What follows belongs to an exercise in optimizing a design on an open flow for small area; a production flow would make more cautious choices. Only simulation tests tie the RTL to the original design; equivalence was not proved. No activity file was given, so power comes from the tool's default toggle rates.

$ cat design/flow/flow/a_nfa.abc
&get -n
&st
&dch -f
&nf -R 1000
&put
$ cat design/flow/constraint.sdc
create_clock -name core_clock -period 10.0 [get_ports {clk}]
set_input_delay 2.0000 -clock core_clock [delete_from_list [all_inputs] [get_ports {clk}]]
set_output_delay 2.0000 -clock core_clock [all_outputs]
set_load 0.01 [all_outputs]
$ cat design/flow/design.v
module maze_display(
    input              clk,
    input      [15:0]  cmd,
    input      [9:0]   pixel_x,
    input      [9:0]   pixel_y,
    input              maze_done,
    output     [7:0]   pixel_color
);
    function [3:0] wmask(input integer c, input integer r);
        begin
            wmask = 4'b1111;
            if (r == 0) wmask[0] = 1'b0;
            if (r == 4) wmask[2] = 1'b0;
            if (c == 2) wmask[3] = 1'b0;
            if (c == 3) wmask[1] = 1'b0;
        end
    endfunction
    reg [2:0] colr [0:19];
    reg [3:0] wall [0:19];
    wire [2:0] code = cmd[10:8];
    genvar gc, gr;
    generate
        for (gr = 0; gr < 5; gr = gr + 1) begin : row
            for (gc = 0; gc < 4; gc = gc + 1) begin : col
                wire we = (cmd[15:14] == gc) && (cmd[13:11] == gr);
                always @(posedge clk)
                    if (we && code != 3'd7) colr[gr*4+gc] <= code;
                always @(posedge clk)
                    if (we) wall[gr*4+gc] <= cmd[7:4];
            end
        end
    endgenerate
    wire [3:0] bx = pixel_x[9:6];
    wire [3:0] by = pixel_y[9:6];
    wire [5:0] xl = pixel_x[5:0];
    wire [5:0] yl = pixel_y[5:0];
    wire bx0 = (bx == 4'd0), bx1 = (bx == 4'd1), bx2 = (bx == 4'd2), bx3 = (bx == 4'd3);
    wire bx4 = (bx == 4'd4), bx6 = (bx == 4'd6);
    wire by0 = (by == 4'd0), by1 = (by == 4'd1), by2 = (by == 4'd2), by3 = (by == 4'd3);
    wire by4 = (by == 4'd4), by5 = (by == 4'd5);
    wire xl0   = (xl == 6'd0);
    wire xlle4 = (xl[5:3] == 3'd0) && !(xl[2] && (xl[1] || xl[0]));
    wire xlge60 = (xl[5:2] == 4'hF);
    wire yl0   = (yl == 6'd0);
    wire ylle4 = (yl[5:3] == 3'd0) && !(yl[2] && (yl[1] || yl[0]));
    wire ylge60 = (yl[5:2] == 4'hF);
    wire x64  = bx1 && xl0;
    wire x128 = bx2 && xl0;
    wire y128 = by2 && yl0;
    wire y192 = by3 && yl0;
    wire xlt65  = bx0 || x64;
    wire xlt128 = bx0 || bx1;
    wire xlt129 = xlt128 || x128;
    wire ymid1 = by1 || by2 || y192;            
    wire ymid2 = (by2 && !yl0) || y192;         
    wire sc0 = bx0 || (x64 && ymid1);
    wire sc1 = (bx1 && !(x64 && ymid1)) || (x128 && ymid2);
    wire sc2 = bx2 && !(x128 && ymid2);
    wire sc3 = bx3;
    wire y128a = y128 && !(!xlt65 && xlt128);   
    wire yq = y128a || (y192 && xlt129);        
    wire r0 = by0;
    wire r1 = by1 || y128a;
    wire r2 = (by2 && !y128a) || (y192 && xlt129);
    wire r3 = by3 && !(y192 && xlt129);
    wire r4 = by4;
    wire [3:0] sc = {sc3, sc2, sc1, sc0};
    wire [4:0] rr = {r4, r3, r2, r1, r0};
    localparam [7:0] MAPC = {2'd3, 2'd0, 2'd1, 2'd2};
    reg [2:0] mc;
    reg [3:0] mw;
    integer i, j;
    always @* begin
        mc = 3'd0;
        mw = 4'd0;
        for (j = 0; j < 5; j = j + 1)
            for (i = 0; i < 4; i = i + 1)
                if (rr[j] && sc[i]) begin
                    mc = mc | colr[j*4 + MAPC[2*i +: 2]];
                    mw = mw | (wall[j*4 + MAPC[2*i +: 2]] & wmask(MAPC[2*i +: 2], j));
                end
    end
    wire incell = (|rr) && (|sc);
    wire dN = ylle4 && !yq;
    wire dS = ylge60 || yq;
    wire dE = (xlge60 && !((y128 || y192) && xlt65))
            || (x64 && ymid1 && !y128 && !y192)
            || (x128 && ymid2);
    wire dW = xlle4 && !(x128 && ymid2) && !(y128 && bx3);
    wire hit = (dN && mw[0]) || (dE && mw[1]) || (dS && mw[2]) || (dW && mw[3]);
    wire ylt5 = by0 || by1 || by2 || by3 || by4;
    wire xle256 = bx0 || bx1 || bx2 || bx3 || (bx4 && xl0);
    wire ww = (bx0 && xlle4 && (ylt5 || (by5 && yl0)))
           || (((bx3 && xl[5:1] == 5'h1F) || (bx4 && xl[5:2] == 4'd0 && !(xl[1] && xl[0])))
               && !(by0 && yl[5:2] == 4'd0) && (by0 || by1 || by2 || by3 || (by4 && !(yl[5:1] == 5'h1F))))
           || (xle256 && ((by0 && ylle4) || (by4 && yl[5:1] == 5'h1F) || (by5 && yl0)));
    wire dn = bx6 && (by2 || y192);
    reg [2:0] k;
    reg       z;
    always @(posedge clk) begin
        z <= !(ww || incell || (dn && maze_done));
        k <= (ww || hit) ? 3'd2 : (incell ? mc : 3'd7);
    end
    reg [7:0] pc;
    always @* begin
        case (k)
            3'd0: pc = 8'hFF;
            3'd1: pc = 8'hFC;
            3'd2: pc = 8'h88;
            3'd3: pc = 8'hE0;
            3'd4: pc = 8'h1C;
            3'd5: pc = 8'h03;
            3'd6: pc = 8'h3E;
            default: pc = 8'hE8;
        endcase
    end
    assign pixel_color = z ? 8'h00 : pc;
endmodule
$ cat design/flow/flow/run.sh
#!/bin/bash
# Own layout flow: the standard flow (standard.sh) with
#  - synthesis: the standard script, but ABC maps the logic for area (flow/synth.tcl);
#  - port buffers: the smallest buffer (buf_1) instead of the default choice;
#  - clock tree: small clock buffers and no dummy loads.
# Each step's full output goes to a log file in the work folder.
set -euo pipefail
W=$PWD
F=$W/flow
export MY_ABC_SCRIPTS="$F/a_amap2.abc $F/a_mapa.abc $F/a_nfa.abc"
bash standard.sh SYNTH_SCRIPT=$F/synth.tcl synth > $W/log_synth.txt 2>&1
bash standard.sh SYNTH_SCRIPT=$F/synth.tcl \
  BUFFER_PORTS_ARGS="-buffer_cell sky130_fd_sc_hd__buf_1" \
  CTS_ARGS="-sink_clustering_enable -repair_clock_nets -dont_use_dummy_load -buf_list {sky130_fd_sc_hd__clkbuf_2 sky130_fd_sc_hd__clkbuf_4}" \
  finish > $W/log_layout.txt 2>&1
$ cat design/flow/flow/synth.tcl
# synth_recipe.tcl (the standard synthesis) with one change: the ABC step maps the
# combinational logic with each script in MY_ABC_SCRIPTS and keeps the smallest result.
# Flip-flops are mapped by dfflibmap before ABC runs, so their cells and names are the
# standard synthesis's.
proc synth {args} { yosys synth -nofsm -noshare {*}$args }
proc abc {args} {
  set i [lsearch -exact $args -script]
  set libs {}
  foreach lib $::env(LIB_FILES) { append libs "-liberty $lib " }
  set best ""; set bestarea 1e18
  yosys design -save preabc
  foreach s $::env(MY_ABC_SCRIPTS) {
    yosys design -load preabc
    set a2 [lreplace $args [expr {$i+1}] [expr {$i+1}] $s]
    if {[catch {yosys abc {*}$a2} err]} { puts "MYABC $s failed"; continue }
    yosys opt_clean -purge
    set st [yosys tee -q -s result.string stat {*}$libs]
    if {![regexp {Chip area for module '\\[^']*': ([0-9.]+)} $st -> area]} { continue }
    puts "MYABC $s area $area"
    if {$area < $bestarea} { set bestarea $area; set best $s }
  }
  puts "MYABC best $best $bestarea"
  yosys design -load preabc
  set a2 [lreplace $args [expr {$i+1}] [expr {$i+1}] $best]
  yosys abc {*}$a2
}
source $::env(SCRIPTS_DIR)/synth.tcl
# left out here: clear keep_hierarchy, flatten, clean up, hide names made inside functions, write 1_2_yosys.v
$ cat design/flow/standard.sh
#!/bin/bash
# synth_recipe.tcl (not shown) runs the flow's synth.tcl, then flattens the netlist and writes it again
# the make line also repeats each setting of config.mk as NAME=value (left out here)
make -C /OpenROAD-flow-scripts/flow DESIGN_CONFIG=/design/flow/config.mk WORK_HOME=/design/flow/orfs CLKGATE_MAP_FILE= SYNTH_SCRIPT=/design/flow/synth_recipe.tcl "${@:-finish}"
$ cat design/flow/flow/a_mapa.abc
strash
dch -f
map -a
$ cat design/flow/flow/a_amap2.abc
strash
balance
rewrite
refactor
balance
rewrite
rewrite -z
balance
refactor -z
rewrite -z
balance
balance
rewrite
refactor
balance
rewrite
rewrite -z
balance
refactor -z
rewrite -z
balance
dch -f
amap
$ cat design/flow/config.mk
export PLATFORM = sky130hd
export DESIGN_NAME = maze_display
export DESIGN_NICKNAME = maze_display
export VERILOG_FILES = /design/flow/design.v
export SDC_FILE = /design/flow/constraint.sdc
export NUM_CORES = 4
export LEC_CHECK = 0
export CAP_MARGIN = 20
export CORE_MARGIN = 2
export CORE_UTILIZATION = 40
export SLEW_MARGIN = 20
==> out/results.txt <==
Synth cell count leaders - edfxtp_1 (122), nor2_1 (70), nor3_1 (30)
Final instance area - 5660 um2
Most common cell in the netlist - edfxtp_1
Synth area leaders - edfxtp_1 (71%), nor2_1 (5.1%), a222oi_1 (3.7%)
Routed length per instance - 21.1 um
Total global routing overflow - 0
Slowest CP cell - or4_1
Setup slack after layout - 4450 ps
Pwr/cell area - 152 nW/um2
Sequential Power Share - 0.687
Maximum clock path buffer count - 2
DP Worst Slack - 3860 ps
Comb pwr share - 0.049
F_max - 180 MHz
Most used cell, CP - nor3_1
Fin Clk Skew - 34.8 ps
Worst VDD drop - 0.0000450 V
Worst hold slack - 520 ps
Worst hold path class - reg -> reg
Setup_tns - 0 ps
Rel. slew slack - 0.425
Register Area - 3740 um2
Pin count of the biggest net entering global routing - 22
Initial antenna violation count - 1
RSZ-0062 raised after global routing - no
Period minus WS final - 5550 ps
CTS buffer count - 17
Pleak - 1.66 nW
DRC - 0
FFs w/ async S/R, synth - 0
H-tree depth - 4
Final setup fails - 0
TritonCTS clock tree - done
Area of the multi-input gates - 1300 um2
Ratio of cells with drive above 1 in the final layout - 0.0456
Mapped Avg Cell Area - 13.6 um2
Seq/Total Area, Yosys - 0.728
Status - complete, no violations
Avg Vias per Cell - 5.98
Row count - 41
Root Buffer - clkbuf_4
Clock Sink Count - 126
First DRT Iteration DRCs - 433
# Max-Cap Violations - 0
Synth warnings - 3
PortBufs - 41
Power share of the clock group - 0.263
Antenna viol nets, final - 0
Die Wd - 117 um
Startpoint types - input pin
Post-Syn Nets - 417
Detailed Place HPWL - 9050 um
Hold path startpoint - colr[10][2]
WP data required - 10,400 ps
Total track usage - 0.194
P&R area growth vs syn - 10.0%
Via count - 3,659
Yosys reg bits - 126
Int Pwr - 0.000676 W
Dpl cell area - 5530 um2
WP buf/inv - 4
Die ar. - 13,800 um2
Worst-path maximum fanout - 7
Overall power - 0.000861 W
Cells along the critical path - buf_1, clkinv_1, nand4_1, nor3_1, clkinv_1, nor3_1, nor3_1, nor3_1, clkinv_1, a31oi_1, nor2_1, a222oi_1, nand3_1, a2111oi_0, o311ai_1, or4_1
Critical Path Start - pixel_y[4]
Clock Latency Late Sink - 520 ps
Vias in the first global route - 3,557
Period utilization - 0.555
First-pass GRT wire length - 20,000 um
Psw - 0.000185 W
Clk slew on worst S/H paths - 110 ps
Post-synth EDFFs - 122
Die height - 117 um
Leading area contributor after synthesis - edfxtp_1
Hold Vio Cnt, Final - 0
CP Capture Type - flip-flop
Fillers - 1,141
CP peak stage delay - 490 ps
Unique masters post-synth - 36
R2r startpoint - wall[16][0]
Max-slew violations - 0
CTS resizes - 0
Layout Nets - 479
Area of the core - 12,600 um2
Worst Max-Slew Pin Slew - 860 ps
Global placement routability congestion - 0.898
Initial Utilization - 0.409
DRT Pass-1 Iters - 5
Overall routed net length - 12,900 um
Top Family by Delay on Critical Path - simple AND/OR/NAND/NOR gates
Main flop type after synthesis - edfxtp_1
WS Path Type - in -> reg
Netlist Area Pre-Place - 5140 um2
Cells after synthesis - 379
Top-area cell type share of the netlist area - 0.712
Post-CTS setup buffer count - 0
# hold bufs at CTS - 0
I/O pins - 46
Critical Path AT - 5950 ps
Switching Fraction - 0.215
## logic make-up after synthesis
| group | share of synthesized area |
|---|---|
| DFF | 0.728 |
| and+or+nand+nor | 0.131 |
| AOI/OAI and AO/OA | 0.122 |
| buffers and inverters | 0.0190 |
## power groups by stage
stage,Sequential (W),Combinational (W),Clock (W)
2_1_floorplan,0.000603,0.0000186,0
3_3_place_gp,0.000604,0.0000412,0
3_5_place_dp,0.000604,0.0000422,0
4_1_cts,0.000592,0.0000424,0.000229
5_1_grt,0.000593,0.0000472,0.000254
6_report,0.000592,0.0000425,0.000227
## worst register-to-register path, cell delays in order, from the launching register on
cell and delay, ps:
edfxtp_1 360, a22o_1 220, a221oi_1 310, nand2_1 110, a2111oi_0 460, o311ai_1 290
or4_1 490
## cell type report
| class | count | share of cell area |
|---|---|---|
| Antenna cell | 1 | 0.000442 |
| Multi-Input combinational cell | 228 | 0.230 |
| Tap cell | 172 | 0.0380 |
| Inverter | 24 | 0.0159 |
| Sequential cell | 126 | 0.662 |
| Clock buffer | 17 | 0.0226 |
| Timing Repair Buffer | 44 | 0.0312 |
## sequential cells by signal (all words and copies together), names as in the netlist
| name | cells |
|---|---|
| wall | 62 |
| colr | 60 |
| k | 3 |
| z | 1 |
## worst paths after layout
kind              endpoint  cells after the start  slack [ps]
setup / recovery      k[1]                     16        4450
hold / removal        k[2]                      2         520
setup reg to reg      k[1]                      6        7670
hold reg to reg       k[2]                      2         520
## layout by cell type, fill, tap and decap left out
cell type / netlist / final
edfxtp_1: 122 / 122
nor2_1: 70 / 70
buf_1: 0 / 41
nor3_1: 30 / 30
clkinv_1: 24 / 24
nand2_1: 20 / 20
a222oi_1: 19 / 19
clkbuf_4: 0 / 17
a22oi_1: 15 / 15
nand3_1: 9 / 9
nand4_1: 7 / 7
a22o_1: 7 / 7
a221oi_1: 7 / 7
a31oi_1: 5 / 5
o21ai_0: 4 / 4
a21oi_1: 4 / 4
or3_1: 4 / 4
dfxtp_1: 4 / 4
nor4_1: 3 / 3
or2_0: 3 / 3
a211oi_1: 3 / 3
buf_4: 1 / 3
a2111oi_0: 2 / 2
a41oi_1: 2 / 2
diode_2: 0 / 1
nor2b_1: 1 / 1
a21o_1: 1 / 1
a31o_1: 1 / 1
and3_1: 1 / 1
o21a_1: 1 / 1
nand2b_1: 1 / 1
a32oi_1: 1 / 1
o2111ai_1: 1 / 1
o41ai_1: 1 / 1
o22a_1: 1 / 1
and2_0: 1 / 1
o311ai_1: 0 / 1
or4_1: 1 / 1
a21boi_0: 1 / 1
## metrics by stage
| step | instances | util |
|---|---|---|
| after floorplan | 379 | - |
| after global placement | 594 | 0.440 |
| after detailed placement | 594 | 0.440 |
| after CTS | 611 | 0.450 |
| after global routing | 612 | 0.450 |
| final | 612 | 0.450 |
## per-layer routing
layer,share of wire,routed length (um),up-vias,track usage
li1,-,-,1642,-
met1,0.42,5410,1809,0.261
met2,0.47,6040,192,0.301
met3,0.095,1220,16,0.0627
met4,0.017,223,0,0.0633
met5,0,0,-,0

==> afterwards: timing with drivers on the ports <==
The results above use ideal ports. As a check the final layout listed here was re-extracted and re-timed, cells and wires unchanged. Step 1 (the two cells are an assumption about what drives the block):
set clk [get_ports {clk}]
set_driving_cell -lib_cell sky130_fd_sc_hd__clkbuf_16 $clk
set_driving_cell -lib_cell sky130_fd_sc_hd__buf_2 [delete_from_list [all_inputs] $clk]
Step 2 adds t to the input delays and takes it off the output delays; t is the mean of the earliest and latest rising clock arrival at the registers after step 1. Input paths then give back, and output paths get back, about the clock's delay inside the block. a / b / c = ideal / step 1 / step 2; a / b = the first two.
t, ns: 0.538
setup slack, ns: 4.447 / 4.459 / 3.921
worst slew at a driven data input, ns: 0.03
cell pins on the clock port's net: 1
After both steps this run still meets setup and hold. For this run, drivers alone change the setup slack by +0.012 ns; drivers and shift together by -0.526 ns.
